What follows belongs to an exercise in optimizing a design on an open flow for small area, a short achievable clock period and few clock cycles per item; a production flow would make more cautious choices. At most, simulation tests tie the RTL to the original design; equivalence was not proved. For runs 1 and 2, only the layout was checked, not whether the RTL still works. In every run shown here, the design's own scripts or RTL, not TritonCTS, make the clock network. The clock input has no modelled driver; a real chip could not lean on it and would need a root buffer or a full tree. Power is estimated from default activity; no workload was simulated.

**flow/design.v**
```verilog
module crc_code_faulty_memory(
    input clk,
    input rst,
    input write,
    input read,
    input [7:0] data_in,
    input [3:0] addr_in,
    input [3:0] fault_addr,
    input [1:0] burst_error_length,
    input fault_enable,
    output mem_write_busy,
    output read_busy,
    output data_valid,
    output error_detected,
    output completed,
    output [7:0] data_out
);
    reg       wr_p;
    reg       rd_p;
    reg [3:0] addr_p;
    reg [7:0] pay_p;
    always @(posedge clk or posedge rst) begin
        if (rst)
            rd_p <= 1'b0;
        else
            rd_p <= read;
    end
    always @(posedge clk) begin
        wr_p   <= write;
        addr_p <= addr_in;
        pay_p  <= read ? {1'b0, fault_enable, burst_error_length, fault_addr} : data_in;
    end
    wire [7:0] wdata_p      = pay_p;
    wire [3:0] fault_addr_p = pay_p[3:0];
    wire [1:0] burst_len_p  = pay_p[5:4];
    wire       fault_en_p   = pay_p[6];
    reg  [7:0]  mem [0:15];
    wire [15:0] word_sel = 16'd1 << addr_p;
    genvar w;
    generate
        for (w = 0; w < 16; w = w + 1) begin : g_word
            always @(posedge clk) begin
                if (wr_p && word_sel[w])
                    mem[w] <= wdata_p;
            end
        end
    endgenerate
    reg [7:0] rdata;
    integer k;
    always @(*) begin
        rdata = 8'h00;
        for (k = 0; k < 16; k = k + 1)
            rdata = rdata | (mem[k] & {8{word_sel[k]}});
    end
    wire [15:0] start_at = 16'd1 << fault_addr_p;
    wire        len_ge1  = |burst_len_p;
    wire        len_ge2  = burst_len_p[1];
    wire        len_eq3  = &burst_len_p;
    reg  [7:0]  dmask;
    integer j;
    always @(*) begin
        for (j = 0; j < 8; j = j + 1)
            dmask[j] = fault_en_p && (start_at[j + 4] ||
                                      (start_at[j + 3] && len_ge1) ||
                                      (start_at[j + 2] && len_ge2) ||
                                      (start_at[j + 1] && len_eq3));
    end
    wire err = fault_en_p && (fault_addr_p < 4'd12);
    reg       done_r, valid_r, error_r;
    reg [7:0] data_r;
    always @(posedge clk or posedge rst) begin
        if (rst)
            done_r <= 1'b0;
        else
            done_r <= rd_p;
    end
    always @(posedge clk) begin
        valid_r <= rd_p & ~err;
        error_r <= rd_p & err;
        data_r  <= rdata ^ dmask;
    end
    assign mem_write_busy = 1'b0;
    assign read_busy      = 1'b0;
    assign completed      = done_r;
    assign data_valid     = valid_r;
    assign error_detected = error_r;
    assign data_out       = data_r;
endmodule
```
**flow/flow/run.sh**
```bash
#!/bin/bash
# Layout: the standard flow (standard.sh), with its synthesis unchanged and
# these ORFS settings for the later steps:
#  - port buffers of the smallest plain buffer (the resizer sizes them up as
#    timing needs) instead of the default delay-cell buffers;
#  - a two-level clock tree built by flow/mcts.tcl in place of TritonCTS
#    (PRE_CTS hook): the registers are split by position into groups, each
#    driven by a leaf clock buffer at its centre; the clock port drives a few
#    mid-level buffers, each driving the leaf buffers of neighbouring groups.
set -uo pipefail
export MCTS_GROUPS=8 MCTS_ROOT=2 MCTS_BUF=sky130_fd_sc_hd__inv_8 MCTS_LPM=2 MCTS_MID=sky130_fd_sc_hd__inv_8
EXTRA=("BUFFER_PORTS_ARGS=-buffer_cell sky130_fd_sc_hd__buf_1" "PRE_CTS_TCL=$PWD/flow/pre_cts.tcl")
bash standard.sh synth > synth.log 2>&1 || { tail -n 30 synth.log; exit 1; }
bash standard.sh "${EXTRA[@]}" finish > layout.log 2>&1 || { tail -n 30 layout.log; exit 1; }
```
**flow/flow/mcts.tcl**
```tcl
# Manual clock tree: the registers are split by position into MCTS_GROUPS
# groups (2 columns, then rows), each driven by one leaf clock buffer placed
# at the centre of its group. The leaf buffers are driven by the clock port
# directly, or, with MCTS_ROOT set, by one root buffer at their centre.
proc manual_cts {args} {
  set ngrp [expr {[info exists ::env(MCTS_GROUPS)] ? $::env(MCTS_GROUPS) : 4}]
  set root [expr {[info exists ::env(MCTS_ROOT)] ? $::env(MCTS_ROOT) : 0}]
  set bufm [expr {[info exists ::env(MCTS_BUF)] ? $::env(MCTS_BUF) : "sky130_fd_sc_hd__clkbuf_16"}]
  mcts_dissolve
  set block [ord::get_db_block]
  set clknet [$block findNet clk]
  set sinks {}
  foreach it [$clknet getITerms] {
    set inst [$it getInst]
    lassign [$inst getLocation] x y
    set w [[$inst getMaster] getWidth]
    lappend sinks [list $it [expr {$x + $w/2}] $y]
  }
  set n [llength $sinks]
  # split into two halves by x, then each half into ngrp/2 by y
  set byx [lsort -integer -index 1 $sinks]
  set groups {}
  set ncol [expr {$ngrp >= 4 ? 2 : 1}]
  if {$ngrp % $ncol} { error "manual_cts: MCTS_GROUPS must be even" }
  set nrow [expr {$ngrp / $ncol}]
  set per [expr {int(ceil(double($n) / $ncol))}]
  for {set c 0} {$c < $ncol} {incr c} {
    set col [lrange $byx [expr {$c*$per}] [expr {($c+1)*$per - 1}]]
    set col [lsort -integer -index 2 $col]
    set m [llength $col]
    set per2 [expr {int(ceil(double($m) / $nrow))}]
    for {set r 0} {$r < $nrow} {incr r} {
      lappend groups [lrange $col [expr {$r*$per2}] [expr {($r+1)*$per2 - 1}]]
    }
  }
  set master [[ord::get_db] findMaster $bufm]
  set drv $clknet
  if {$root == 2} {
    # one mid-level buffer per MCTS_LPM leaf groups, driven by the clock port
    set mids {}
    set lpm [expr {[info exists ::env(MCTS_LPM)] ? $::env(MCTS_LPM) : 2}]
    set midm [expr {[info exists ::env(MCTS_MID)] ? $::env(MCTS_MID) : "sky130_fd_sc_hd__clkbuf_16"}]
    for {set q 0} {$q < [llength $groups] / $lpm} {incr q} {
      set minst [odb::dbInst_create $block [[ord::get_db] findMaster $midm] "clkbuf_m_mid_$q"]
      set mnet [odb::dbNet_create $block "clknet_m_mid_$q"]
      $mnet setSigType CLOCK
      [$minst findITerm A] connect $clknet
      [mcts_out $minst] connect $mnet
      set pair [concat {*}[lrange $groups [expr {$lpm*$q}] [expr {$lpm*$q + $lpm - 1}]]]
      set sx 0; set sy 0
      foreach s $pair { set sx [expr {$sx + [lindex $s 1]}]; set sy [expr {$sy + [lindex $s 2]}] }
      $minst setLocation [expr {$sx / [llength $pair]}] [expr {$sy / [llength $pair]}]
      $minst setPlacementStatus PLACED
      lappend mids $mnet
    }
  }
  if {$root == 1} {
    set rinst [odb::dbInst_create $block [[ord::get_db] findMaster sky130_fd_sc_hd__clkbuf_16] "clkbuf_m_root"]
    set drv [odb::dbNet_create $block "clknet_m_root"]
    $drv setSigType CLOCK
    [$rinst findITerm A] connect $clknet
    [mcts_out $rinst] connect $drv
    set sx 0; set sy 0
    foreach s $sinks { set sx [expr {$sx + [lindex $s 1]}]; set sy [expr {$sy + [lindex $s 2]}] }
    $rinst setLocation [expr {$sx / $n}] [expr {$sy / $n}]
    $rinst setPlacementStatus PLACED
  }
  set k 0
  foreach g $groups {
    if {[llength $g] == 0} continue
    set sx 0; set sy 0
    foreach s $g { set sx [expr {$sx + [lindex $s 1]}]; set sy [expr {$sy + [lindex $s 2]}] }
    set cx [expr {$sx / [llength $g]}]; set cy [expr {$sy / [llength $g]}]
    set inst [odb::dbInst_create $block $master "clkbuf_m_$k"]
    set net [odb::dbNet_create $block "clknet_m_$k"]
    $net setSigType CLOCK
    foreach s $g { set it [lindex $s 0]; $it disconnect; $it connect $net }
    if {$root == 2} { set drv [lindex $mids [expr {$k / $lpm}]] }
    [$inst findITerm A] connect $drv
    [mcts_out $inst] connect $net
    $inst setLocation $cx $cy
    $inst setPlacementStatus PLACED
    puts "manual_cts: clkbuf_m_$k drives [llength $g] sinks at ($cx, $cy)"
    incr k
  }
  $clknet setSigType CLOCK
}

# Before placement: group the registers by function (each memory word with
# the words that share its first read-multiplexer level, the other registers
# spread evenly) and give each group a clock buffer, so that global placement
# pulls each group together. manual_cts replaces this tree by one grouped on
# the final register positions.
proc mcts_pregroup {} {
  set ngrp [expr {[info exists ::env(MCTS_GROUPS)] ? $::env(MCTS_GROUPS) : 4}]
  set bufm [expr {[info exists ::env(MCTS_BUF)] ? $::env(MCTS_BUF) : "sky130_fd_sc_hd__clkbuf_16"}]
  set block [ord::get_db_block]
  set clknet [$block findNet clk]
  set master [[ord::get_db] findMaster $bufm]
  set nets {}
  for {set k 0} {$k < $ngrp} {incr k} {
    set inst [odb::dbInst_create $block $master "clkbuf_p_$k"]
    set net [odb::dbNet_create $block "clknet_p_$k"]
    $net setSigType CLOCK
    [$inst findITerm A] connect $clknet
    [mcts_out $inst] connect $net
    $inst setDoNotTouch 1
    lappend nets $net
  }
  set wpg [expr {16 / $ngrp}]
  set rr 0
  foreach it [$clknet getITerms] {
    set inst [$it getInst]
    if {[string match clkbuf_p_* [$inst getName]]} continue
    if {[regexp {^mem\[([0-9]+)\]} [$inst getName] -> w]} {
      set g [expr {($w / $wpg) % $ngrp}]
    } else {
      set g [expr {$rr % $ngrp}]
      incr rr
    }
    $it disconnect
    $it connect [lindex $nets $g]
  }
}

# Undo mcts_pregroup: the registers go back onto the clock port's net.
proc mcts_dissolve {} {
  set block [ord::get_db_block]
  set clknet [$block findNet clk]
  foreach inst [$block getInsts] {
    if {![string match clkbuf_p_* [$inst getName]]} continue
    set net [[mcts_out $inst] getNet]
    foreach it [$net getITerms] {
      if {[$it getInst] eq $inst} continue
      $it disconnect
      $it connect $clknet
    }
    $inst setDoNotTouch 0
    odb::dbInst_destroy $inst
    odb::dbNet_destroy $net
  }
}

# Output pin of a clock buffer (X) or inverter (Y).
proc mcts_out {inst} {
  set it [$inst findITerm X]
  if {$it eq "NULL" || $it eq ""} { set it [$inst findITerm Y] }
  return $it
}
```
**flow/flow/pre_cts.tcl**
```tcl
# ORFS PRE_CTS hook: build the clock tree with manual_cts (mcts.tcl) in place
# of TritonCTS; the rest of the CTS step (placement legalisation, timing
# repair) runs as usual.
source [file join [file dirname [info script]] mcts.tcl]
proc clock_tree_synthesis {args} { manual_cts }
```
**flow/standard.sh**
```bash
#!/bin/bash
# synth_recipe.tcl (not shown) runs the flow's synth.tcl, then flattens the netlist and writes it again
# the make line also repeats each setting of config.mk as NAME=value (left out here)
make -C /OpenROAD-flow-scripts/flow DESIGN_CONFIG=/design/flow/config.mk WORK_HOME=/design/flow/orfs CLKGATE_MAP_FILE= SYNTH_SCRIPT=/design/flow/synth_recipe.tcl "${@:-finish}"
```
**flow/config.mk**
```make
export PLATFORM = sky130hd
export DESIGN_NAME = crc_code_faulty_memory
export DESIGN_NICKNAME = crc_code_faulty_memory
export VERILOG_FILES = /design/flow/design.v
export SDC_FILE = /design/flow/constraint.sdc
export NUM_CORES = 4
export LEC_CHECK = 0
export ABC_AREA = 1
export CAP_MARGIN = 20
export CORE_MARGIN = 2
export CORE_UTILIZATION = 70
export PLACE_DENSITY = 0.8
export SETUP_SLACK_MARGIN = 4.1
export SLEW_MARGIN = 20
```
**flow/constraint.sdc**
```tcl
create_clock -name core_clock -period 6.0 [get_ports {clk}]
set_input_delay 1.2000 -clock core_clock [delete_from_list [all_inputs] [get_ports {clk}]]
set_output_delay 1.2000 -clock core_clock [all_outputs]
set_load 0.01 [all_outputs]
```
==> impl_metrics.env, run 1 <==
export IMPL_worst_setup_path_type="flip-flop to flip-flop"
export IMPL_synthAdderAreaFrac_pct=0
export IMPL_ys_warn_count=2
export IMPL_layout_drive_gt1_share_pct=9.67
export IMPL_power_density_mw_per_mm2=253
export IMPL_place_area_sq_mm=0.00690
export IMPL_placed_cells=783
export IMPL_hpwlAfterDp_um=9310
export IMPL_drtAntennaViolNets=0
export IMPL_fmax_ghz=0.549
export IMPL_route_final_wire_length_um=14700
export IMPL_grt_pass1_vias=4212
export IMPL_synth_cells=647
export IMPL_fin_crit_sh_pct=30.3
export IMPL_syn2layout_area_growth_pct=4.50
export IMPL_worst_pin_slew_ns=1.07
export IMPL_rsz0062_at_grt="yes"
export IMPL_power_mw=1.80
export IMPL_crit_fanout=28
export IMPL_wl_per_cell_um=18.5
export IMPL_core_area_sq_mm=0.00964
export IMPL_grt_max_degree=64
export IMPL_dr_total_vias=4688
export IMPL_fin_ws_ns=4.18
export IMPL_overflow=0
export IMPL_grt_pass1_wl_um=22400
export IMPL_max_slew_margin_pct=28.5
export IMPL_num_rows=36
export IMPL_synth_mux_area_share_pct=1.15
export IMPL_fin_area_sq_mm=0.00714
export IMPL_synth_seq_cells=153
export IMPL_synth_seq_area_share_pct=63.7
export IMPL_die_h_um=103
export IMPL_start_util_pct=70.9
export IMPL_place_congestion=0.992
export IMPL_synth_simple_area_share_pct=24.8
export IMPL_synth_xor_area_share_pct=0
export IMPL_drt_first_pass_iters=5
export IMPL_endpoint_kind="flip-flop"
export IMPL_drt_iter0_markers=397
export IMPL_io_pins=36
export IMPL_netlist_area_sq_mm=0.00683
export IMPL_worstPathArrival_ns=1.60
export IMPL_syn_avg_cell_area_sq_um=10.6
export IMPL_setup_tns_ns=0
export IMPL_drv_slew=0
export IMPL_synth_top_family_by_area="simple AND/OR/NAND/NOR gates"
export IMPL_path_clk_slew_ns=0.09
export IMPL_antenna_found_initial=0
export IMPL_antenna_cells=0
export IMPL_die_w_um=103
export IMPL_min_path_type="flip-flop to flip-flop"
export IMPL_finalCriticalPeriod_ns=1.82
export IMPL_setup_violations=0
export IMPL_synth_compound_area_share_pct=1.10
export IMPL_status="finished clean"
export IMPL_track_usage_pct=28.3
export IMPL_synth_distinct_cells=30
export IMPL_vias_per_cell=5.90
export IMPL_fin_cells=795
export IMPL_finClkSkew_ns=0.0105
export IMPL_holdWs_ns=0.380
export IMPL_post_cts_buffers=0
export IMPL_p_leak_nw=2.79
export IMPL_final_nets=687
export IMPL_vdd_drop_max_uv=170
export IMPL_pre_cts_slack_ns=3.56
export IMPL_dieArea_sq_mm=0.0106
export IMPL_maxCapViolations=0
export IMPL_io_buffers=33
export IMPL_cp_start_kind="flip-flop"
export IMPL_hold_viol_final=0
export IMPL_critical_path_required_ns=5.78
export IMPL_fin_util_pct=74.1
export IMPL_post_route_drc_count=0
export IMPL_clk_latency_ns=0.12
==> sequential cells by signal, indices dropped and copies added, names as in the netlist <==
| name | count |
|---|---|
| pay_p | 8 |
| valid_r | 1 |
| data_r | 8 |
| rd_p | 1 |
| done_r | 1 |
| wr_p | 1 |
| addr_p | 4 |
| mem | 128 |
| error_r | 1 |
==> cell usage after synthesis <==
cell | instances | area, sq um
a31oi_1 | 2 | 12.5
buf_4 | 8 | 60.1
nand3_4 | 1 | 17.5
nand2_8 | 1 | 20.0
edfxtp_1 | 128 | 3840
nand2_1 | 111 | 417
dfrtp_1 | 2 | 50.1
buf_12 | 1 | 20.0
o21ai_0 | 4 | 20.0
nor3_1 | 1 | 5.00
inv_6 | 2 | 17.5
nand3_1 | 38 | 190
buf_6 | 7 | 78.8
nor2_8 | 4 | 80.1
nand3_2 | 2 | 20.0
nor2_2 | 1 | 6.26
a21oi_1 | 4 | 20.0
dfxtp_1 | 23 | 460
inv_1 | 90 | 338
clkbuf_1 | 4 | 15.0
buf_8 | 2 | 30.0
conb_1 | 1 | 3.75
inv_2 | 2 | 7.51
nor2_1 | 100 | 375
nand4_1 | 80 | 500
nor4_1 | 2 | 12.5
o211ai_1 | 3 | 22.5
buf_2 | 12 | 60.1
mux2_2 | 7 | 78.8
nand4_2 | 4 | 50.1
==> worst max-delay path, stage by stage, from the launching register on <==
cell,delay (ns)
dfxtp_4,0.44
nor2_8,0.38
nand3_2,0.27
nor2_2,0.39
==> metal layers <==
metal,vias to the layer above,share of wire [%],global-route usage (%)
li1,2235,-,-
met1,2186,41,42.8
met2,231,46,44.7
met3,36,9.5,2.31
met4,0,2.8,8.30
met5,-,0,0
==> placed cells by master (no fill, tap or decap), drive strengths merged <==
cell type  synthesis  final
nand3             41     41
nand2            112    112
nor4               2      2
nor2             105    105
nor3               1      1
inv               94    106
a21oi              4      4
buf               30     35
a31oi              2      2
edfxtp           128    128
mux2               7      7
dfrtp              2      2
dfxtp             23     23
o21ai              4      4
clkbuf             4      1
conb               1      2
o211ai             3      3
nand4             84     84
==> cells by family after synthesis <==
kind of cell | Yosys count
and+or+nand+nor | 345
DFF | 153
buffers and inverters | 128
AOI/OAI and AO/OA | 13
muxes | 7
other | 1
==> repair_timing <==
action | 4_1_cts | 5_1_grt
hold buffers | 0 | 0
setup endpoints to repair | 143 | 121
resized for setup | 28 | 12
pin swaps | 1 | 0
==> power by group <==
group / switching, mW / leakage, nW / internal (mW)
combinational: 0.112 / 1.36 / 0.0441
clock: 0.328 / 0.0726 / 0.0816
sequential: 0.0433 / 1.36 / 1.19
total: 0.483 / 2.79 / 1.32
==> final timing paths <==
kind / cells after the start / end / slack [ns] / start
min in group asynchronous: 2 / rd_p$_DFF_PP0_ / 0.90 / rst
max in group asynchronous: 2 / done_r$_DFF_PP0_ / 4.99 / rst
setup / recovery: 3 / mem[12][5]$_DFFE_PP_ / 4.18 / addr_p[1]$_DFF_P_
hold / removal: 0 / done_r$_DFF_PP0_ / 0.38 / rd_p$_DFF_PP0_
setup reg to reg: 3 / mem[12][5]$_DFFE_PP_ / 4.18 / addr_p[1]$_DFF_P_
hold reg to reg: 0 / done_r$_DFF_PP0_ / 0.38 / rd_p$_DFF_PP0_
==> cell type report <==
| cell class | instances | area [sq um] |
|---|---|---|
| fillers | 689 | 2500 |
| inverters | 106 | 510 |
| multi-input cells | 367 | 1920 |
| flip-flops and latches | 153 | 4370 |
| well taps | 133 | 166 |
| repair buffers | 36 | 166 |
==> run 2: changes to the inputs <==
--- a/flow/flow/run.sh
+++ b/flow/flow/run.sh
@@ -8,7 +8,7 @@
 #    driven by a leaf clock buffer at its centre; the clock port drives a few
 #    mid-level buffers, each driving the leaf buffers of neighbouring groups.
 set -uo pipefail
-export MCTS_GROUPS=8 MCTS_ROOT=2 MCTS_BUF=sky130_fd_sc_hd__inv_8 MCTS_LPM=2 MCTS_MID=sky130_fd_sc_hd__inv_8
+export MCTS_GROUPS=8 MCTS_ROOT=2 MCTS_BUF=sky130_fd_sc_hd__clkinv_8 MCTS_LPM=2 MCTS_MID=sky130_fd_sc_hd__clkinv_8
 EXTRA=("BUFFER_PORTS_ARGS=-buffer_cell sky130_fd_sc_hd__buf_1" "PRE_CTS_TCL=$PWD/flow/pre_cts.tcl")
 bash standard.sh synth > synth.log 2>&1 || { tail -n 30 synth.log; exit 1; }
 bash standard.sh "${EXTRA[@]}" finish > layout.log 2>&1 || { tail -n 30 layout.log; exit 1; }
--- a/flow/config.mk
+++ b/flow/config.mk
@@ -5,7 +5,6 @@
 export SDC_FILE = /design/flow/constraint.sdc
 export NUM_CORES = 4
 export LEC_CHECK = 0
-export ABC_AREA = 1
 export CAP_MARGIN = 20
 export CORE_MARGIN = 2
 export CORE_UTILIZATION = 70
==> impl_metrics.env, run 2 <==
export IMPL_setup_tns_ns=0
export IMPL_syn2layout_area_growth_pct=10.7
export IMPL_drv_slew=0
export IMPL_pwr_share_comb_pct=9.1
export IMPL_final_common_cell="edfxtp_1"
export IMPL_post_route_drc_count=0
export IMPL_route_final_wire_length_um=12800
export IMPL_synth_edf_count=128
export IMPL_swShare_pct=26.1
export IMPL_endpoint_kind="flip-flop"
export IMPL_grt_max_degree=27
export IMPL_syn_avg_cell_area_sq_um=16.1
export IMPL_p_int_mw=1.34
export IMPL_wl_per_cell_um=25.0
export IMPL_layout_common_cells="128 x edfxtp_1, 45 x a221oi_1, 32 x buf_1"
export IMPL_largest_register="mem"
export IMPL_hpwlAfterDp_um=7730
export IMPL_power_switching_uw=475
export IMPL_synth_seq_area_share_pct=74.5
export IMPL_synth_seq_cells=153
export IMPL_dr_total_vias=3577
export IMPL_fmax_ghz=0.530
export IMPL_die_w_um=95.4
export IMPL_fin_util_pct=79.5
export IMPL_p_leak_nw=2.07
export IMPL_crit_fanout=20
export IMPL_ys_flop_type="edfxtp_1"
export IMPL_rsz0062_at_grt="yes"
export IMPL_worstPathArrival_ns=1.96
export IMPL_pwr_share_clk_pct=24.1
export IMPL_hold_viol_final=0
export IMPL_worst_pin_slew_ns=0.837
export IMPL_grt_pass1_wl_um=18800
export IMPL_core_area_sq_mm=0.00813
export IMPL_finClkSkew_ns=0.0159
export IMPL_io_pins=36
export IMPL_overflow=0
export IMPL_critical_path_required_ns=6.07
export IMPL_netlist_area_sq_mm=0.00584
export IMPL_drtAntennaViolNets=0
export IMPL_seqPwrFrac_pct=66.9
export IMPL_cp_start_kind="flip-flop"
export IMPL_final_nets=431
export IMPL_dieArea_sq_mm=0.00909
export IMPL_vdd_drop_max_uv=161
export IMPL_start_util_pct=71.8
export IMPL_fillCellCount=435
export IMPL_setup_violations=0
export IMPL_synth_most_common_cell="edfxtp_1"
export IMPL_vias_per_cell=7.00
export IMPL_power_density_mw_per_mm2=281
export IMPL_track_usage_pct=28.3
export IMPL_max_slew_margin_pct=44.0
export IMPL_grt_pass1_vias=3304
export IMPL_reg_top3="mem (128), data_r (8), pay_p (8)"
export IMPL_antenna_found_initial=0
export IMPL_layout_drive_gt1_share_pct=17.2
export IMPL_maxCapViolations=0
export IMPL_num_rows=33
export IMPL_worst_setup_path_type="flip-flop to flip-flop"
export IMPL_status="finished clean"
export IMPL_antenna_cells=0
export IMPL_drt_iter0_markers=547
export IMPL_ys_warn_count=2
export IMPL_fin_crit_sh_pct=31.5
export IMPL_place_congestion=0.841
export IMPL_synthTopCellsByArea="edfxtp_1 66%, dfxtp_1 7.9%, a221oi_1 7.0%, mux2_2 2.1%, o2bb2ai_1 1.3%"
export IMPL_die_h_um=95.4
export IMPL_finalCriticalPeriod_ns=1.89
export IMPL_clk_latency_ns=0.14
export IMPL_largest_reg_flops=128
export IMPL_drt_first_pass_iters=5
export IMPL_synth_cells=362
export IMPL_synth_top_area_share_pct=65.8
export IMPL_synth_distinct_cells=42
export IMPL_io_buffers=33
export IMPL_synth_commonest_cells="128 x edfxtp_1, 47 x a221oi_1, 23 x dfxtp_1, 18 x nor2_1, 12 x nand2_1"
export IMPL_min_path_type="flip-flop to flip-flop"
export IMPL_async_flop_share_pct=1.31
export IMPL_yosys_area_top_type="edfxtp_1"
export IMPL_path_clk_slew_ns=0.07
run 2: changes by cell type in the layout (fill, tap and decap cells not counted), moves of 8 or more:
cell       before  now
a221oi_1        0   45
buf_4           1   13
clkinv_8        0   12
inv_1          90    4
inv_8          13    0
nand2_1       111   11
nand2b_1        0    8
nand3_1        38    2
nand4_1        80    0
nor2_1         87   12
nor2_2         14    6
o2bb2ai_1       0    9
run 2: power by group through the flow:
stage               Sequential (mW)  Clock [mW]  Combinational, mW
floorplan                      1.24           0             0.0864
global placement               1.24           0              0.140
detailed placement             1.24           0              0.145
CTS                            1.24       0.348              0.151
global route                   1.22       0.478              0.177
finish                         1.22       0.438              0.165
run 2: repair_timing:
action | in CTS | in global routing
buffers inserted | 0 | 9
cloned | 2 | 2
setup endpoints to repair | 135 | 79
pin swaps | 2 | 3
hold buffers | 0 | 0
gates resized for setup | 29 | 6
run 2: layer usage:
metal / up-vias / wire length (um) / GRT usage (%) / part of all wire, %
met4: 0 / 327 / 7.00 / 2.6
met3: 33 / 1430 / 5.53 / 11
met5: - / 0 / 0 / 0
met1: 1727 / 4870 / 41.3 / 38
met2: 267 / 6150 / 44.8 / 48
li1: 1550 / - / - / -
run 2: cells by family (layout without fill, tap and decap cells):
family,after synthesis,count (layout),synth area share [%]
compound gates,83,83,11.8
other cells,1,2,0.0642
mux,18,18,3.32
simple gates,72,76,6.66
buf+inv,27,66,2.46
flops,153,153,74.5
xor+xnor,8,8,1.20
run 2: through the flow:
stage,hold WS [ns],cells,setup WS (ns),power (mW),instance area (sq um)
CTS,0.396,500,4.01,1.74,6330
global placement,0.388,486,3.52,1.38,6050
finish,0.409,511,4.11,1.82,6470
floorplan,0.361,363,4.15,1.33,5860
detailed placement,0.396,486,3.39,1.38,6050
global route,0.428,511,4.05,1.88,6470
run 2: final timing paths:
kind / from / end / slack (ns) / cells after the start
min in group asynchronous: rst / done_r$_DFF_PP0_ / 0.88 / 2
worst min register to register: rd_p$_DFF_PP0_ / done_r$_DFF_PP0_ / 0.41 / 0
worst min-delay path: rd_p$_DFF_PP0_ / done_r$_DFF_PP0_ / 0.41 / 0
max in group asynchronous: rst / rd_p$_DFF_PP0_ / 5.01 / 2
worst max register to register: addr_p[2]$_DFF_P_ / data_r[3]$_DFF_P_ / 4.11 / 5
worst max-delay path: addr_p[2]$_DFF_P_ / data_r[3]$_DFF_P_ / 4.11 / 5
run 2: area by class of cell:
type,instances,area [sq um],area share (%)
sequential,153,4370,67.5
multi-input combinational,187,1470,22.7
tap,105,131,2.03
inverter,16,210,3.25
timing repair buffer,50,294,4.55
run 2: worst max-delay path, stage by stage, from the launching register on:
cell and delay [ns]:
dfxtp_4 0.51, mux2_2 0.37, a221oi_1 0.40, nor3_1 0.14, nor2_1 0.24, xor2_1 0.15
==> run 3: changes to the inputs <==
--- a/flow/design.v
+++ b/flow/design.v
@@ -18,7 +18,10 @@
     reg       wr_p;
     reg       rd_p;
     reg [3:0] addr_p;
-    reg [7:0] pay_p;
+    reg [7:0] wdata_p;
+    reg [3:0] fault_addr_p;
+    reg [1:0] burst_len_p;
+    reg       fault_en_p;
     always @(posedge clk or posedge rst) begin
         if (rst)
             rd_p <= 1'b0;
@@ -26,31 +29,17 @@
             rd_p <= read;
     end
     always @(posedge clk) begin
-        wr_p   <= write;
-        addr_p <= addr_in;
-        pay_p  <= read ? {1'b0, fault_enable, burst_error_length, fault_addr} : data_in;
+        wr_p         <= write;
+        addr_p       <= addr_in;
+        wdata_p      <= data_in;
+        fault_addr_p <= fault_addr;
+        burst_len_p  <= burst_error_length;
+        fault_en_p   <= fault_enable;
     end
-    wire [7:0] wdata_p      = pay_p;
-    wire [3:0] fault_addr_p = pay_p[3:0];
-    wire [1:0] burst_len_p  = pay_p[5:4];
-    wire       fault_en_p   = pay_p[6];
-    reg  [7:0]  mem [0:15];
-    wire [15:0] word_sel = 16'd1 << addr_p;
-    genvar w;
-    generate
-        for (w = 0; w < 16; w = w + 1) begin : g_word
-            always @(posedge clk) begin
-                if (wr_p && word_sel[w])
-                    mem[w] <= wdata_p;
-            end
-        end
-    endgenerate
-    reg [7:0] rdata;
-    integer k;
-    always @(*) begin
-        rdata = 8'h00;
-        for (k = 0; k < 16; k = k + 1)
-            rdata = rdata | (mem[k] & {8{word_sel[k]}});
+    reg [7:0] mem [0:15];
+    always @(posedge clk) begin
+        if (wr_p)
+            mem[addr_p] <= wdata_p;
     end
     wire [15:0] start_at = 16'd1 << fault_addr_p;
     wire        len_ge1  = |burst_len_p;
@@ -77,7 +66,7 @@
     always @(posedge clk) begin
         valid_r <= rd_p & ~err;
         error_r <= rd_p & err;
-        data_r  <= rdata ^ dmask;
+        data_r  <= mem[addr_p] ^ dmask;
     end
     assign mem_write_busy = 1'b0;
     assign read_busy      = 1'b0;
--- a/flow/flow/run.sh
+++ b/flow/flow/run.sh
@@ -3,7 +3,7 @@
 # these ORFS settings for the later steps:
 #  - port buffers of the smallest plain buffer (the resizer sizes them up as
 #    timing needs) instead of the default delay-cell buffers;
-#  - a two-level clock tree built by flow/mcts.tcl in place of TritonCTS
+#  - a two-level clock tree of inverters built by flow/mcts.tcl in place of TritonCTS
 #    (PRE_CTS hook): the registers are split by position into groups, each
 #    driven by a leaf clock buffer at its centre; the clock port drives a few
 #    mid-level buffers, each driving the leaf buffers of neighbouring groups.
==> impl_metrics.env, run 3 <==
export IMPL_dieArea_sq_mm=0.00925
export IMPL_critical_path_required_ns=5.85
export IMPL_netlist_area_sq_mm=0.00595
export IMPL_finalCriticalPeriod_ns=1.89
export IMPL_synth_distinct_cells=36
export IMPL_power_mw=1.81
export IMPL_vias_per_cell=6.48
export IMPL_worstPathArrival_ns=1.74
export IMPL_layout_common_cells="128 x edfxtp_1, 33 x buf_1, 29 x dfxtp_1"
export IMPL_largest_register="mem"
export IMPL_async_flop_share_pct=1.25
export IMPL_critPathBufInv=1
export IMPL_clk_latency_ns=0.14
export IMPL_crit_fanout=8
export IMPL_num_rows=33
export IMPL_worst_pin_slew_ns=0.723
export IMPL_grt_max_degree=40
export IMPL_grt_pass1_vias=2724
export IMPL_cp_cell_sequence="nand3_1 > nor3_1 > buf_4"
export IMPL_cpMaxStageDelayCell="nor3_1"
export IMPL_ys_flop_type="edfxtp_1"
export IMPL_fin_crit_sh_pct=31.6
export IMPL_reg_top3="mem (128), data_r (8), wdata_p (8)"
export IMPL_largest_reg_flops=128
export IMPL_setup_tns_ns=0
export IMPL_wl_per_cell_um=23.9
export IMPL_synth_seq_cells=160
export IMPL_start_util_pct=72.4
export IMPL_hold_viol_final=0
export IMPL_final_nets=367
export IMPL_min_path_type="flip-flop to flip-flop"
export IMPL_grt_pass1_wl_um=15400
export IMPL_finClkSkew_ns=0.0153
export IMPL_placed_cells=434
export IMPL_final_common_cell="edfxtp_1"
export IMPL_drv_slew=0
export IMPL_ys_warn_count=1
export IMPL_p_leak_nw=2.05
export IMPL_drt_iter0_markers=252
export IMPL_crit_family="simple AND/OR/NAND/NOR gates"
export IMPL_route_final_wire_length_um=10700
export IMPL_path_clk_slew_ns=0.07
export IMPL_antenna_found_initial=0
export IMPL_ff_latch_area_sq_mm=0.00450
export IMPL_status="finished clean"
export IMPL_slowest_delay_ns=0.63
export IMPL_syn2layout_area_growth_pct=7.76
export IMPL_hpwlAfterDp_um=6570
export IMPL_synth_cells=307
export IMPL_rsz0062_at_grt="yes"
export IMPL_antenna_cells=0
export IMPL_drtAntennaViolNets=0
export IMPL_layout_drive_gt1_share_pct=16.4
export IMPL_dr_total_vias=2895
export IMPL_hold_buffers=0
export IMPL_place_congestion=0.739
export IMPL_drt_first_pass_iters=5
export IMPL_synth_top_area_share_pct=64.6
export IMPL_syn_avg_cell_area_sq_um=19.4
export IMPL_die_w_um=96.2
export IMPL_core_area_sq_mm=0.00822
export IMPL_fillCellCount=420
export IMPL_vdd_drop_max_uv=172
export IMPL_setup_violations=0
export IMPL_place_area_sq_mm=0.00613
export IMPL_maxCapViolations=0
export IMPL_io_pins=36
export IMPL_io_buffers=33
export IMPL_post_route_drc_count=0
export IMPL_holdWs_ns=0.400
export IMPL_synthTopCellsByArea="edfxtp_1 65%, dfxtp_1 10%, mux4_2 7.9%, mux4_1 4.9%, a22oi_1 2.0%"
export IMPL_overflow=0
export IMPL_fmax_ghz=0.528
export IMPL_synth_seq_area_share_pct=75.5
export IMPL_worst_setup_path_type="flip-flop to flip-flop"
export IMPL_track_usage_pct=23.3
export IMPL_fin_cells=447
export IMPL_synth_edf_count=128
export IMPL_yosys_area_top_type="edfxtp_1"
export IMPL_multi_input_area_sq_mm=0.00138
export IMPL_cp_start_kind="flip-flop"
export IMPL_max_slew_margin_pct=51.4
export IMPL_die_h_um=96.2
export IMPL_endpoint_kind="flip-flop"
export IMPL_synth_most_common_cell="edfxtp_1"
export IMPL_synth_commonest_cells="128 x edfxtp_1, 30 x dfxtp_1, 21 x mux4_2, 16 x a22oi_1, 15 x nor2_1"
export IMPL_power_density_mw_per_mm2=282
export IMPL_fin_area_sq_mm=0.00641
-- run 3: through the flow --
stage | setup slack (ns) | util, %
finish | 4.11 | 78.0
global route | 3.97 | 78.0
CTS | 3.95 | 77.5
detailed placement | 3.79 | 74.6
global placement | 3.82 | 74.6
floorplan | 4.16 | -
-- run 3: layout make-up --
cell class                      instances  share of cell area, %
Sequential cell                       160                   70.1
Timing Repair Buffer                   39                   3.16
Multi-Input combinational cell        130                   21.6
Inverter                               13                   3.10
Tap cell                              105                   2.05
-- run 3: final timing paths --
| check | startpoint | end | slack, ns | cells after the start |
|---|---|---|---|---|
| setup / recovery | addr_p[2]$_DFF_P_ | mem[12][6]$_DFFE_PP_ | 4.11 | 3 |
| min in group asynchronous | rst | rd_p$_DFF_PP0_ | 0.88 | 2 |
| hold / removal | rd_p$_DFF_PP0_ | done_r$_DFF_PP0_ | 0.40 | 0 |
| hold reg to reg | rd_p$_DFF_PP0_ | done_r$_DFF_PP0_ | 0.40 | 0 |
| setup reg to reg | addr_p[2]$_DFF_P_ | mem[12][6]$_DFFE_PP_ | 4.11 | 3 |
| max in group asynchronous | rst | done_r$_DFF_PP0_ | 5.02 | 2 |
-- run 3: cells by family (layout without fill, tap and decap cells) --
kind of cell           Yosys count  after routing  share of synthesized area [%]
AO/OA/AOI/OAI                   33             33                           3.72
buffers and inverters           18             52                           2.04
XOR/XNOR                         8              8                           1.18
flip-flops                     160            160                           75.5
other                            1              2                         0.0630
multiplexers                    32             32                           12.8
AND/OR/NAND/NOR                 55             55                           4.65
-- run 3: timing repair --
action | in CTS | in global routing
gates resized for setup | 13 | 6
cloned | 0 | 1
setup endpoints to repair | 116 | 81
buffers inserted | 0 | 0
-- run 3: where the power goes --
part | internal (mW) | switching [mW] | total [mW]
logic | 0.0508 | 0.0593 | 0.110
clock network | 0.0905 | 0.349 | 0.439
registers | 1.23 | 0.0280 | 1.26
total | 1.37 | 0.436 | 1.81
-- run 3: layer usage --
layer / GRT usage (%) / routed length, um / share of wire [%] / vias to the layer above
met2: 38.0 / 5330 / 50 / 120
met4: 4.17 / 282 / 2.6 / 0
met3: 3.92 / 734 / 6.9 / 15
met5: 0 / 0 / 0 / -
met1: 34.4 / 4310 / 40 / 1470
li1: - / - / - / 1290
Testbench counts of run 3, summed over its fixed seeds: cycles 4,806, items 4,800.
==> run 4: changes to the inputs <==
--- a/flow/design.v
+++ b/flow/design.v
@@ -18,10 +18,7 @@
     reg       wr_p;
     reg       rd_p;
     reg [3:0] addr_p;
-    reg [7:0] wdata_p;
-    reg [3:0] fault_addr_p;
-    reg [1:0] burst_len_p;
-    reg       fault_en_p;
+    reg [7:0] pay_p;
     always @(posedge clk or posedge rst) begin
         if (rst)
             rd_p <= 1'b0;
@@ -29,13 +26,14 @@
             rd_p <= read;
     end
     always @(posedge clk) begin
-        wr_p         <= write;
-        addr_p       <= addr_in;
-        wdata_p      <= data_in;
-        fault_addr_p <= fault_addr;
-        burst_len_p  <= burst_error_length;
-        fault_en_p   <= fault_enable;
+        wr_p   <= write;
+        addr_p <= addr_in;
+        pay_p  <= read ? {1'b0, fault_enable, burst_error_length, fault_addr} : data_in;
     end
+    wire [7:0] wdata_p      = pay_p;
+    wire [3:0] fault_addr_p = pay_p[3:0];
+    wire [1:0] burst_len_p  = pay_p[5:4];
+    wire       fault_en_p   = pay_p[6];
     reg [7:0] mem [0:15];
     always @(posedge clk) begin
         if (wr_p)
==> flow/flow/run.sh (replaced) <==
#!/bin/bash
# Layout: the standard flow (standard.sh), with its synthesis unchanged and
# these ORFS settings for the later steps:
#  - port buffers of the smallest plain buffer (the resizer sizes them up as
#    timing needs) instead of the default delay-cell buffers;
#  - before clock tree synthesis, mux4_1 cells become the smaller mux4_2;
#  - a two-level clock tree of inverters built by flow/mcts.tcl in place of
#    TritonCTS (PRE_CTS hook): the registers are split by position into
#    groups, each driven by a leaf inverter at its centre; the clock port
#    drives a few mid-level inverters, each driving the leaves of
#    neighbouring groups. Every register sees two inversions.
set -uo pipefail
export MCTS_GROUPS=8 MCTS_ROOT=2 MCTS_BUF=sky130_fd_sc_hd__inv_8 MCTS_LPM=2 MCTS_MID=sky130_fd_sc_hd__inv_8
EXTRA=("BUFFER_PORTS_ARGS=-buffer_cell sky130_fd_sc_hd__buf_1" "PRE_CTS_TCL=$PWD/flow/pre_cts.tcl")
bash standard.sh synth > synth.log 2>&1 || { tail -n 30 synth.log; exit 1; }
bash standard.sh "${EXTRA[@]}" finish > layout.log 2>&1 || { tail -n 30 layout.log; exit 1; }
--- a/flow/flow/mcts.tcl
+++ b/flow/flow/mcts.tcl
@@ -147,3 +147,16 @@
   if {$it eq "NULL" || $it eq ""} { set it [$inst findITerm Y] }
   return $it
 }
+
+# Swap cells for the same function in a smaller and no weaker drive:
+# sky130_fd_sc_hd__mux4_2 is smaller than mux4_1.
+proc swap_dominated_cells {} {
+  set n 0
+  foreach inst [[ord::get_db_block] getInsts] {
+    if {[[$inst getMaster] getName] eq "sky130_fd_sc_hd__mux4_1"} {
+      replace_cell [$inst getName] sky130_fd_sc_hd__mux4_2
+      incr n
+    }
+  }
+  puts "swap_dominated_cells: $n mux4_1 -> mux4_2"
+}
==> flow/flow/pre_cts.tcl (replaced) <==
# ORFS PRE_CTS hook: swap dominated cells, then build the clock tree with
# manual_cts (mcts.tcl) in place of TritonCTS; the rest of the CTS step
# (placement legalisation, timing repair) runs as usual.
source [file join [file dirname [info script]] mcts.tcl]
swap_dominated_cells
proc clock_tree_synthesis {args} { manual_cts }
--- a/flow/config.mk
+++ b/flow/config.mk
@@ -9,5 +9,5 @@
 export CORE_MARGIN = 2
 export CORE_UTILIZATION = 70
 export PLACE_DENSITY = 0.8
-export SETUP_SLACK_MARGIN = 4.1
+export SETUP_SLACK_MARGIN = 4.15
 export SLEW_MARGIN = 20
==> impl_metrics.env, run 4 <==
export IMPL_layout_drive_gt1_share_pct=24.6
export IMPL_dr_total_vias=2939
export IMPL_grt_pass1_vias=2959
export IMPL_drt_iter0_markers=258
export IMPL_p_leak_nw=1.97
export IMPL_largest_reg_flops=128
export IMPL_rsz0062_at_grt="yes"
export IMPL_drt_first_pass_iters=4
export IMPL_cp_start_kind="flip-flop"
export IMPL_endpoint_kind="output pin"
export IMPL_whs_path_depth=0
export IMPL_final_nets=370
export IMPL_fmax_ghz=0.544
export IMPL_worstPathArrival_ns=0.64
export IMPL_reg_top3="mem (128), data_r (8), pay_p (8)"
export IMPL_reg2reg_setup_slack_ns=4.22
export IMPL_worst_setup_path_type="flip-flop to output pin"
export IMPL_critPathBufInv=1
export IMPL_track_usage_pct=24.3
export IMPL_drtAntennaViolNets=0
export IMPL_clk_latency_ns=0.12
export IMPL_cp_cell_sequence="buf_1"
export IMPL_yosys_area_top_type="edfxtp_1"
export IMPL_min_path_type="flip-flop to flip-flop"
export IMPL_power_density_mw_per_mm2=281
export IMPL_netlist_area_sq_mm=0.00590
export IMPL_path_clk_slew_ns=0.10
export IMPL_synth_seq_area_share_pct=73.8
export IMPL_wl_per_cell_um=24.5
export IMPL_cp_num_cells=1
export IMPL_finalCriticalPeriod_ns=1.84
export IMPL_syn_avg_cell_area_sq_um=19.1
export IMPL_layout_common_cells="128 x edfxtp_1, 32 x mux4_2, 29 x buf_1"
export IMPL_hold_viol_final=0
export IMPL_dieArea_sq_mm=0.00917
export IMPL_overflow=0
export IMPL_post_route_drc_count=0
export IMPL_vdd_drop_max_uv=215
export IMPL_power_mw=1.77
export IMPL_async_flop_share_pct=1.31
export IMPL_slowest_delay_ns=0.35
export IMPL_maxCapViolations=0
export IMPL_io_pins=36
export IMPL_largest_register="mem"
export IMPL_place_congestion=0.759
export IMPL_finClkSkew_ns=0.0165
export IMPL_status="finished clean"
export IMPL_r2r_start="addr_p[1]$_DFF_P_"
export IMPL_core_area_sq_mm=0.00818
export IMPL_antenna_cells=0
export IMPL_cpMaxStageDelayCell="dfxtp_1"
export IMPL_hold_buffers=0
export IMPL_synthTopCellsByArea="edfxtp_1 65%, mux4_2 8.0%, dfxtp_1 7.8%, mux4_1 4.9%, a22oi_1 2.0%"
export IMPL_synth_distinct_cells=36
export IMPL_start_util_pct=72.1
export IMPL_critical_path_required_ns=4.80
export IMPL_final_common_cell="edfxtp_1"
export IMPL_die_h_um=95.8
export IMPL_setup_tns_ns=0
export IMPL_fin_crit_sh_pct=30.7
export IMPL_max_slew_margin_pct=40.6
export IMPL_grt_pass1_wl_um=16100
export IMPL_synth_most_common_cell="edfxtp_1"
export IMPL_hpwlAfterDp_um=6760
export IMPL_r2r_cells=3
export IMPL_route_final_wire_length_um=11000
export IMPL_worst_pin_slew_ns=0.890
export IMPL_setup_violations=0
export IMPL_synth_commonest_cells="128 x edfxtp_1, 23 x dfxtp_1, 21 x mux4_2, 16 x a22oi_1, 15 x nor2_1"
export IMPL_num_rows=33
export IMPL_synth_seq_cells=153
export IMPL_die_w_um=95.8
export IMPL_vias_per_cell=6.53
export IMPL_synth_edf_count=128
export IMPL_grt_max_degree=40
export IMPL_synth_cells=309
export IMPL_hold_path_startpoint="rd_p$_DFF_PP0_"
export IMPL_synth_top_area_share_pct=65.2
export IMPL_ys_warn_count=1
export IMPL_syn2layout_area_growth_pct=7.00
export IMPL_io_buffers=33
export IMPL_post_cts_buffers=0
export IMPL_min_to="done_r$_DFF_PP0_"
export IMPL_antenna_found_initial=0
export IMPL_crit_fanout=1
export IMPL_drv_slew=0
export IMPL_ys_flop_type="edfxtp_1"
export IMPL_r2r_end="mem[2][0]$_DFFE_PP_"
export IMPL_crit_family="flip-flops"
run 4: kinds of logic (layout without fill, tap and decap cells):
kind of cell | after synthesis | after routing | synth area share, %
other | 1 | 2 | 0.0636
AND/OR/NAND/NOR | 56 | 56 | 4.77
buffers and inverters | 19 | 54 | 2.12
AO/OA/AOI/OAI | 33 | 33 | 3.76
flip-flops | 153 | 153 | 73.8
XOR/XNOR | 8 | 8 | 1.19
multiplexers | 39 | 39 | 14.3
run 4: how the worst max path moves through the flow:
stage	endpoint	slack, ns	startpoint
2_1_floorplan	mem[0][0]$_DFFE_PP_	4.16	addr_p[2]$_DFF_P_
3_3_place_gp	data_r[6]$_DFF_P_	3.82	addr_p[0]$_DFF_P_
3_5_place_dp	data_r[6]$_DFF_P_	3.83	addr_p[0]$_DFF_P_
4_1_cts	mem[6][6]$_DFFE_PP_	3.96	addr_p[1]$_DFF_P_
5_1_grt	mem[4][4]$_DFFE_PP_	4.13	addr_p[2]$_DFF_P_
6_report	error_detected	4.16	error_r$_DFF_P_
run 4: report_power, final:
group	switching [mW]	total [mW]	internal, mW
registers	0.0370	1.23	1.19
clock network	0.331	0.413	0.0818
logic	0.0685	0.130	0.0617
run 4: layout make-up:
cell class,count,area (sq um)
well taps,105,131
repair buffers,41,243
inverters,13,139
flip-flops and latches,153,4360
multi-input cells,138,1440
fillers,457,1870
run 4: timing repair:
action | in CTS | in global routing
setup endpoints to repair | 111 | 86
resized for setup | 14 | 15
gates cloned | 0 | 2
run 4: through the flow:
step | hold WS [ns] | worst slack, ns | cells | area, sq um | utilization (%)
2_1_floorplan | 0.361 | 4.16 | 310 | 5900 | -
3_3_place_gp | 0.370 | 3.82 | 435 | 6070 | 74.3
3_5_place_dp | 0.395 | 3.83 | 436 | 6090 | 74.4
4_1_cts | 0.395 | 3.96 | 448 | 6220 | 76.0
5_1_grt | 0.430 | 4.13 | 450 | 6310 | 77.2
6_report | 0.410 | 4.16 | 450 | 6310 | 77.2
run 4: metal layers:
metal  track usage, %  wire length (um)  up-vias
met2             39.2              5530      125
met3            0.861               786       20
met4             5.24               280        0
met5                0                 0        -
li1                 -                 -     1287
met1             38.7              4440     1507
Testbench counts of run 4, summed over its fixed seeds: cycles 4,806, items 4,800.
==> run 5: changes to the inputs <==
--- a/flow/config.mk
+++ b/flow/config.mk
@@ -7,7 +7,7 @@
 export LEC_CHECK = 0
 export CAP_MARGIN = 20
 export CORE_MARGIN = 2
-export CORE_UTILIZATION = 70
-export PLACE_DENSITY = 0.8
-export SETUP_SLACK_MARGIN = 4.15
+export CORE_UTILIZATION = 80
+export PLACE_DENSITY = 0.85
+export SETUP_SLACK_MARGIN = 4.1
 export SLEW_MARGIN = 20
==> impl_metrics.env, run 5 <==
export IMPL_synth_top_area_share_pct=65.2
export IMPL_largest_reg_flops=128
export IMPL_io_buffers=33
export IMPL_p_leak_nw=1.95
export IMPL_critical_path_required_ns=4.80
export IMPL_min_path_type="flip-flop to flip-flop"
export IMPL_io_pins=36
export IMPL_antenna_cells=0
export IMPL_power_switching_uw=442
export IMPL_async_flop_share_pct=1.31
export IMPL_start_util_pct=82.2
export IMPL_critPathBufInv=1
export IMPL_synth_most_common_cell="edfxtp_1"
export IMPL_die_w_um=89.9
export IMPL_drt_iter0_markers=372
export IMPL_final_nets=368
export IMPL_crit_family="flip-flops"
export IMPL_clk_latency_ns=0.12
export IMPL_place_congestion=0.805
export IMPL_worst_setup_path_type="flip-flop to output pin"
export IMPL_pwr_share_comb_pct=7.0
export IMPL_dieArea_sq_mm=0.00807
export IMPL_slowest_delay_ns=0.37
export IMPL_wl_per_cell_um=26.1
export IMPL_grt_pass1_vias=3009
export IMPL_maxCapViolations=0
export IMPL_num_rows=31
export IMPL_drtAntennaViolNets=0
export IMPL_rsz0062_at_grt="no"
export IMPL_antenna_found_initial=0
export IMPL_layout_common_cells="128 x edfxtp_1, 32 x mux4_2, 32 x buf_1"
export IMPL_setup_violations=0
export IMPL_core_area_sq_mm=0.00718
export IMPL_seqPwrFrac_pct=69.5
export IMPL_hold_buffers=0
export IMPL_place_area_sq_mm=0.00607
export IMPL_reg_top3="mem (128), data_r (8), pay_p (8)"
export IMPL_hold_viol_final=0
export IMPL_finClkSkew_ns=0.0192
export IMPL_cp_cell_sequence="buf_1"
export IMPL_synth_commonest_cells="128 x edfxtp_1, 23 x dfxtp_1, 21 x mux4_2, 16 x a22oi_1, 15 x nor2_1"
export IMPL_dr_total_vias=3084
export IMPL_ys_flop_type="edfxtp_1"
export IMPL_grt_max_degree=40
export IMPL_route_final_wire_length_um=11500
export IMPL_cp_start_kind="flip-flop"
export IMPL_ys_warn_count=1
export IMPL_fmax_ghz=0.539
export IMPL_p_int_mw=1.33
export IMPL_post_route_drc_count=0
export IMPL_syn_avg_cell_area_sq_um=19.1
export IMPL_syn2layout_area_growth_pct=6.05
export IMPL_fillCellCount=300
export IMPL_power_density_mw_per_mm2=284
export IMPL_finalCriticalPeriod_ns=1.86
export IMPL_vdd_drop_max_uv=229
export IMPL_vias_per_cell=6.98
export IMPL_crit_fanout=1
export IMPL_worst_pin_slew_ns=0.870
export IMPL_drt_first_pass_iters=5
export IMPL_worstPathArrival_ns=0.66
export IMPL_hpwlAfterDp_um=6820
export IMPL_largest_register="mem"
export IMPL_drv_slew=0
export IMPL_final_common_cell="edfxtp_1"
export IMPL_cpMaxStageDelayCell="dfxtp_1"
export IMPL_synthTopCellsByArea="edfxtp_1 65%, mux4_2 8.0%, dfxtp_1 7.8%, mux4_1 4.9%, a22oi_1 2.0%"
export IMPL_netlist_area_sq_mm=0.00590
export IMPL_post_cts_buffers=0
export IMPL_fin_util_pct=87.1
export IMPL_pwr_share_clk_pct=23.5
export IMPL_fin_area_sq_mm=0.00625
export IMPL_layout_drive_gt1_share_pct=23.0
export IMPL_die_h_um=89.9
export IMPL_grt_pass1_wl_um=17000
export IMPL_fin_crit_sh_pct=30.9
export IMPL_synth_cells=309
export IMPL_path_clk_slew_ns=0.09
export IMPL_overflow=0
export IMPL_setup_tns_ns=0
export IMPL_max_slew_margin_pct=41.9
export IMPL_yosys_area_top_type="edfxtp_1"
export IMPL_track_usage_pct=28.0
export IMPL_endpoint_kind="output pin"
export IMPL_swShare_pct=24.9
export IMPL_status="finished clean"
export IMPL_synth_distinct_cells=36
export IMPL_synth_edf_count=128
export IMPL_synth_seq_cells=153
export IMPL_synth_seq_area_share_pct=73.8
==> run 5: cell types whose count changed in the layout (fill, tap and decap cells not counted), sizes merged <==
cell / change
buf: +2
clkbuf: -4
==> run 5: layer usage <==
| metal | routed length (um) | global-route usage, % | up-vias |
|---|---|---|---|
| met2 | 5660 | 43.8 | 218 |
| li1 | - | - | 1289 |
| met4 | 397 | 8.85 | 0 |
| met5 | 0 | 0 | - |
| met3 | 1180 | 6.20 | 32 |
| met1 | 4280 | 41.3 | 1545 |
==> run 5: cell families (layout without fill, tap and decap cells) <==
| family | Yosys count | count (layout) | synth area share (%) |
|---|---|---|---|
| xor gates and xnor gates | 8 | 8 | 1.19 |
| DFF | 153 | 153 | 73.8 |
| muxes | 39 | 39 | 14.3 |
| AOI/OAI and AO/OA | 33 | 33 | 3.76 |
| buffers and inverters | 19 | 52 | 2.12 |
| and+or+nand+nor | 56 | 56 | 4.77 |
| other | 1 | 2 | 0.0636 |
==> run 5: through the flow <==
stage                     power (mW)  worst slack [ns]  instances  hold slack [ns]
after CTS                       1.70              3.99        441            0.380
after global placement          1.36              3.90        428            0.372
after global routing            1.82              4.08        442            0.436
final                           1.78              4.14        442            0.435
after floorplan                 1.33              4.16        310            0.361
after detailed placement        1.37              3.84        429            0.390
==> run 5: worst paths after layout <==
check,depth (start not counted),slack [ns],from,to
setup / recovery,1,4.14,error_r$_DFF_P_,error_detected
hold / removal,0,0.43,rd_p$_DFF_PP0_,done_r$_DFF_PP0_
setup reg to reg,5,4.17,addr_p[0]$_DFF_P_,data_r[3]$_DFF_P_
hold reg to reg,0,0.43,rd_p$_DFF_PP0_,done_r$_DFF_PP0_
max in group asynchronous,2,4.97,rst,rd_p$_DFF_PP0_
min in group asynchronous,2,0.91,rst,done_r$_DFF_PP0_
==> run 5: layout make-up <==
class	instances	area, sq um	area share (%)
sequential	153	4360	69.7
tap	99	124	1.98
timing repair buffer	39	204	3.26
inverter	13	139	2.22
multi-input combinational	138	1430	22.8
==> run 5: power by group through the flow <==
stage / registers (mW) / logic, mW / clock network, mW
floorplan: 1.24 / 0.0861 / 0
global placement: 1.25 / 0.112 / 0
detailed placement: 1.25 / 0.116 / 0
CTS: 1.26 / 0.120 / 0.324
global route: 1.24 / 0.134 / 0.449
finish: 1.23 / 0.125 / 0.417
==> run 5: repair_timing <==
item / 4_1_cts / 5_1_grt
endpoints found under the setup margin: 111 / 84
cloned: 0 / 1
resized for setup: 13 / 12
==> run 6: changes to the inputs <==
--- a/flow/config.mk
+++ b/flow/config.mk
@@ -7,7 +7,7 @@
 export LEC_CHECK = 0
 export CAP_MARGIN = 20
 export CORE_MARGIN = 2
-export CORE_UTILIZATION = 80
-export PLACE_DENSITY = 0.85
+export CORE_UTILIZATION = 60
+export PLACE_DENSITY = 0.75
 export SETUP_SLACK_MARGIN = 4.1
 export SLEW_MARGIN = 20
==> impl_metrics.env, run 6 <==
export IMPL_status="finished clean"
export IMPL_layout_drive_gt1_share_pct=23.5
export IMPL_hpwlAfterDp_um=6760
export IMPL_critical_path_required_ns=5.84
export IMPL_syn2layout_area_growth_pct=7.34
export IMPL_cp_start_kind="flip-flop"
export IMPL_pwr_share_comb_pct=7.5
export IMPL_synth_top_family_by_area="multiplexers"
export IMPL_dr_total_vias=2902
export IMPL_setup_violations=0
export IMPL_crit_fanout=5
export IMPL_synth_commonest_cells="128 x edfxtp_1, 23 x dfxtp_1, 21 x mux4_2, 16 x a22oi_1, 15 x nor2_1"
export IMPL_reg_top3="mem (128), data_r (8), pay_p (8)"
export IMPL_whs_path_depth=0
export IMPL_min_to="done_r$_DFF_PP0_"
export IMPL_fin_ws_ns=4.08
export IMPL_pre_cts_slack_ns=3.79
export IMPL_grt_pass1_wl_um=16300
export IMPL_ys_warn_count=1
export IMPL_fmax_ghz=0.522
export IMPL_io_buffers=33
export IMPL_final_nets=370
export IMPL_power_switching_uw=431
export IMPL_die_h_um=103
export IMPL_synth_seq_cells=153
export IMPL_layout_common_cells="128 x edfxtp_1, 32 x mux4_2, 32 x buf_1"
export IMPL_synth_mux_area_share_pct=14.3
export IMPL_ys_flop_type="edfxtp_1"
export IMPL_yosys_area_top_type="edfxtp_1"
export IMPL_synth_distinct_cells=36
export IMPL_path_clk_slew_ns=0.09
export IMPL_fin_crit_sh_pct=31.9
export IMPL_clk_latency_ns=0.12
export IMPL_worst_pin_slew_ns=0.812
export IMPL_final_common_cell="edfxtp_1"
export IMPL_drv_slew=0
export IMPL_syn_avg_cell_area_sq_um=19.1
export IMPL_post_cts_buffers=0
export IMPL_vias_per_cell=6.07
export IMPL_hold_path_startpoint="rd_p$_DFF_PP0_"
export IMPL_cpMaxStageDelayCell="or3b_2"
export IMPL_grt_max_degree=40
export IMPL_synth_xor_area_share_pct=1.19
export IMPL_place_congestion=0.814
export IMPL_worst_setup_path_type="flip-flop to flip-flop"
export IMPL_reg2reg_setup_slack_ns=4.08
export IMPL_slowest_delay_ns=0.59
export IMPL_dieArea_sq_mm=0.0106
export IMPL_synth_cells=309
export IMPL_synth_simple_area_share_pct=4.77
export IMPL_core_area_sq_mm=0.00964
export IMPL_synthTopCellsByArea="edfxtp_1 65%, mux4_2 8.0%, dfxtp_1 7.8%, mux4_1 4.9%, a22oi_1 2.0%"
export IMPL_netlist_area_sq_mm=0.00590
export IMPL_p_leak_nw=1.96
export IMPL_antenna_found_initial=0
export IMPL_synth_seq_area_share_pct=73.8
export IMPL_drtAntennaViolNets=0
export IMPL_r2r_start="wr_p$_DFF_P_"
export IMPL_synth_most_common_cell="edfxtp_1"
export IMPL_io_pins=36
export IMPL_max_slew_margin_pct=45.8
export IMPL_route_final_wire_length_um=11000
export IMPL_wl_per_cell_um=23.0
export IMPL_post_route_drc_count=0
export IMPL_setup_tns_ns=0
export IMPL_die_w_um=103
export IMPL_finalCriticalPeriod_ns=1.92
export IMPL_track_usage_pct=20.9
export IMPL_pwr_share_clk_pct=23.1
export IMPL_antenna_cells=0
export IMPL_synthAdderAreaFrac_pct=0
export IMPL_swShare_pct=24.4
export IMPL_synth_compound_area_share_pct=3.76
export IMPL_largest_register="mem"
export IMPL_vdd_drop_max_uv=175
export IMPL_cp_cell_sequence="or3b_2 > nor3_2 > buf_4"
export IMPL_async_flop_share_pct=1.31
export IMPL_synth_top_area_share_pct=65.2
export IMPL_endpoint_kind="flip-flop"
export IMPL_fillCellCount=671
export IMPL_r2r_end="mem[0][0]$_DFFE_PP_"
export IMPL_finClkSkew_ns=0.0166
export IMPL_largest_reg_flops=128
export IMPL_seqPwrFrac_pct=69.4
export IMPL_grt_pass1_vias=2826
export IMPL_hold_viol_final=0
export IMPL_min_path_type="flip-flop to flip-flop"
export IMPL_r2r_cells=3
export IMPL_rsz0062_at_grt="yes"
export IMPL_num_rows=36
export IMPL_drt_iter0_markers=347
export IMPL_power_density_mw_per_mm2=279
export IMPL_p_int_mw=1.34
export IMPL_synth_edf_count=128
export IMPL_overflow=0
export IMPL_start_util_pct=61.2
export IMPL_maxCapViolations=0
export IMPL_worstPathArrival_ns=1.76
export IMPL_drt_first_pass_iters=5
-- run 6: worst max path at each step --
stage                 startpoint             endpoint  slack, ns
6_report            wr_p$_DFF_P_  mem[0][0]$_DFFE_PP_       4.08
2_1_floorplan  addr_p[2]$_DFF_P_  mem[0][0]$_DFFE_PP_       4.16
3_3_place_gp   addr_p[0]$_DFF_P_    data_r[3]$_DFF_P_       3.77
5_1_grt             wr_p$_DFF_P_  mem[0][5]$_DFFE_PP_       3.98
3_5_place_dp   addr_p[0]$_DFF_P_    data_r[3]$_DFF_P_       3.79
4_1_cts        addr_p[1]$_DFF_P_  mem[3][5]$_DFFE_PP_       3.95
-- run 6: metrics by stage --
| stage | hold WS [ns] | cells | area (sq um) | utilization [%] | total power [mW] |
|---|---|---|---|---|---|
| floorplan | 0.361 | 310 | 5900 | - | 1.33 |
| global placement | 0.372 | 465 | 6120 | 63.5 | 1.37 |
| detailed placement | 0.398 | 465 | 6130 | 63.6 | 1.37 |
| CTS | 0.398 | 477 | 6260 | 64.9 | 1.70 |
| global route | 0.444 | 478 | 6330 | 65.7 | 1.83 |
| finish | 0.427 | 478 | 6330 | 65.7 | 1.77 |
-- run 6: metal layers --
layer / part of all wire, % / vias up / global-route usage (%)
li1: - / 1291 / -
met1: 42 / 1485 / 33.1
met2: 51 / 113 / 33.7
met3: 6.0 / 13 / 1.36
met4: 1.2 / 0 / 3.04
met5: 0 / - / 0
-- run 6: critical path, delay by kind of cell (launching register included) --
family	cells	cell delay [ns]
and+or+nand+nor	2	0.95
DFF	1	0.46
buffers and inverters	1	0.23
-- run 6: power groups by stage --
stage	Combinational (mW)	Clock, mW	Sequential [mW]
after global placement	0.123	0	1.24
after floorplan	0.0861	0	1.24
after CTS	0.129	0.324	1.25
after detailed placement	0.126	0	1.25
after global routing	0.145	0.456	1.23
final	0.133	0.408	1.23
-- run 6: cells by family after synthesis --
logic type	Yosys count
flops	153
simple gates	56
mux	39
compound gates	33
buf+inv	19
xor+xnor	8
other cells	1
-- run 6: layout make-up --
class	instances	area (sq um)	share of cell area (%)
sequential	153	4360	68.9
multi-input combinational	138	1450	22.8
timing repair buffer	41	219	3.46
tap	133	166	2.63
inverter	13	139	2.19
-- run 6: repair_timing --
item                       4_1_cts  5_1_grt
gates resized for setup         13       14
hold buffers                     0        0
cloned                           0        1
setup endpoints to repair      115       86
==> run 7: changes to the inputs <==
--- a/flow/config.mk
+++ b/flow/config.mk
@@ -7,7 +7,7 @@
 export LEC_CHECK = 0
 export CAP_MARGIN = 20
 export CORE_MARGIN = 2
-export CORE_UTILIZATION = 60
-export PLACE_DENSITY = 0.75
+export CORE_UTILIZATION = 70
+export PLACE_DENSITY = 0.8
 export SETUP_SLACK_MARGIN = 4.1
 export SLEW_MARGIN = 20
==> impl_metrics.env, run 7 <==
export IMPL_status="finished clean"
export IMPL_min_path_type="flip-flop to flip-flop"
export IMPL_fin_cells=449
export IMPL_maxCapViolations=0
export IMPL_die_w_um=95.8
export IMPL_core_area_sq_mm=0.00818
export IMPL_endpoint_kind="flip-flop"
export IMPL_final_nets=369
export IMPL_worst_pin_slew_ns=0.909
export IMPL_drtAntennaViolNets=0
export IMPL_hold_viol_final=0
export IMPL_pwr_share_clk_pct=23.2
export IMPL_dr_total_vias=2915
export IMPL_max_slew_margin_pct=39.3
export IMPL_io_buffers=33
export IMPL_synth_distinct_cells=36
export IMPL_grt_pass1_vias=2945
export IMPL_grt_pass1_wl_um=16100
export IMPL_reg2reg_setup_slack_ns=4.17
export IMPL_r2r_start="addr_p[0]$_DFF_P_"
export IMPL_dieArea_sq_mm=0.00917
export IMPL_layout_common_cells="128 x edfxtp_1, 32 x mux4_2, 32 x buf_1"
export IMPL_place_area_sq_mm=0.00609
export IMPL_io_pins=36
export IMPL_worstPathArrival_ns=1.85
export IMPL_swShare_pct=24.5
export IMPL_layout_drive_gt1_share_pct=22.1
export IMPL_synth_commonest_cells="128 x edfxtp_1, 23 x dfxtp_1, 21 x mux4_2, 16 x a22oi_1, 15 x nor2_1"
export IMPL_cp_start_kind="flip-flop"
export IMPL_synth_top_area_share_pct=65.2
export IMPL_post_route_drc_count=0
export IMPL_overflow=0
export IMPL_synth_cells=309
export IMPL_num_rows=33
export IMPL_drt_first_pass_iters=5
export IMPL_final_common_cell="edfxtp_1"
export IMPL_die_h_um=95.8
export IMPL_power_switching_uw=433
export IMPL_min_to="done_r$_DFF_PP0_"
export IMPL_drt_iter0_markers=241
export IMPL_setup_violations=0
export IMPL_drv_slew=0
export IMPL_antenna_cells=0
export IMPL_r2r_cells=5
export IMPL_vdd_drop_max_uv=217
export IMPL_track_usage_pct=24.2
export IMPL_wl_per_cell_um=24.2
export IMPL_multi_input_area_sq_mm=0.00142
export IMPL_fmax_ghz=0.545
export IMPL_synth_seq_area_share_pct=73.8
export IMPL_ys_warn_count=1
export IMPL_synthTopCellsByArea="edfxtp_1 65%, mux4_2 8.0%, dfxtp_1 7.8%, mux4_1 4.9%, a22oi_1 2.0%"
export IMPL_pwr_share_comb_pct=7.1
export IMPL_fin_area_sq_mm=0.00626
export IMPL_setup_tns_ns=0
export IMPL_p_leak_nw=1.95
export IMPL_yosys_area_top_type="edfxtp_1"
export IMPL_whs_path_depth=0
export IMPL_antenna_found_initial=0
export IMPL_largest_reg_flops=128
export IMPL_clk_latency_ns=0.12
export IMPL_finClkSkew_ns=0.0109
export IMPL_placed_cells=436
export IMPL_vias_per_cell=6.49
export IMPL_syn2layout_area_growth_pct=6.13
export IMPL_rsz0062_at_grt="no"
export IMPL_synth_seq_cells=153
export IMPL_crit_fanout=20
export IMPL_ys_flop_type="edfxtp_1"
export IMPL_async_flop_share_pct=1.31
export IMPL_p_int_mw=1.34
export IMPL_hold_path_startpoint="rd_p$_DFF_PP0_"
export IMPL_finalCriticalPeriod_ns=1.83
export IMPL_place_congestion=0.759
export IMPL_route_final_wire_length_um=10800
export IMPL_path_clk_slew_ns=0.09
export IMPL_worst_setup_path_type="flip-flop to flip-flop"
export IMPL_r2r_end="data_r[3]$_DFF_P_"
export IMPL_fillCellCount=460
export IMPL_netlist_area_sq_mm=0.00590
export IMPL_largest_register="mem"
export IMPL_grt_max_degree=40
export IMPL_synth_edf_count=128
export IMPL_ff_latch_area_sq_mm=0.00436
export IMPL_start_util_pct=72.1
export IMPL_seqPwrFrac_pct=69.6
export IMPL_synth_most_common_cell="edfxtp_1"
export IMPL_hpwlAfterDp_um=6760
export IMPL_power_density_mw_per_mm2=282
export IMPL_hold_buffers=0
export IMPL_critical_path_required_ns=6.02
export IMPL_syn_avg_cell_area_sq_um=19.1
export IMPL_fin_crit_sh_pct=30.6
export IMPL_reg_top3="mem (128), data_r (8), pay_p (8)"
run 7: metal layers:
layer  GRT usage [%]  up-vias  part of all wire [%]
met5               0        -                     0
met4            5.24        0                   2.4
met3           0.861       17                   5.1
met2            38.9      117                    50
met1            38.6     1496                    42
li1                -     1285                     -
run 7: logic make-up (layout without fill, tap and decap cells):
family | count (synthesis) | after routing | share of synthesized area (%)
flip-flops | 153 | 153 | 73.8
AND/OR/NAND/NOR | 56 | 56 | 4.77
multiplexers | 39 | 39 | 14.3
AO/OA/AOI/OAI | 33 | 33 | 3.76
buffers and inverters | 19 | 53 | 2.12
XOR/XNOR | 8 | 8 | 1.19
other | 1 | 2 | 0.0636
run 7: what timing repair did:
item                                    4_1_cts  5_1_grt
setup buffers                                 0        0
resized for setup                            11        9
cloned                                        0        1
endpoints found under the setup margin      111       87
run 7: worst max path at each step:
stage / startpoint / to / slack [ns] / cells past startpoint
CTS: addr_p[1]$_DFF_P_ / mem[6][6]$_DFFE_PP_ / 3.96 / 3
floorplan: addr_p[2]$_DFF_P_ / mem[0][0]$_DFFE_PP_ / 4.16 / 2
global placement: addr_p[0]$_DFF_P_ / data_r[6]$_DFF_P_ / 3.82 / 5
finish: addr_p[0]$_DFF_P_ / data_r[3]$_DFF_P_ / 4.17 / 5
global route: addr_p[3]$_DFF_P_ / mem[8][0]$_DFFE_PP_ / 4.10 / 3
detailed placement: addr_p[0]$_DFF_P_ / data_r[6]$_DFF_P_ / 3.83 / 5
run 7: cell type report:
class / count / area share (%)
timing repair buffer: 40 / 3.42
multi-input combinational: 138 / 22.6
inverter: 13 / 2.22
sequential: 153 / 69.7
tap: 105 / 2.10
run 7: critical path, cell delays in order (launching register included):
cell and delay, ns:
dfxtp_2 0.40, buf_12 0.22, mux4_2 0.57, a22oi_1 0.27, nand2_1 0.11, xnor2_1 0.14
run 7: power by group through the flow:
stage                     Sequential, mW  Clock, mW  Combinational, mW
after floorplan                     1.24          0             0.0861
after global placement              1.25          0              0.116
after detailed placement            1.25          0              0.120
after CTS                           1.25      0.324              0.123
after global routing                1.24      0.455              0.138
final                               1.23      0.411              0.126
run 7: through the flow:
step | util, % | power, mW | hold slack [ns] | setup WS (ns)
detailed placement | 74.4 | 1.37 | 0.395 | 3.83
finish | 76.6 | 1.77 | 0.409 | 4.17
global route | 76.6 | 1.83 | 0.430 | 4.10
floorplan | - | 1.33 | 0.361 | 4.16
CTS | 76.0 | 1.70 | 0.395 | 3.96
global placement | 74.3 | 1.36 | 0.370 | 3.82
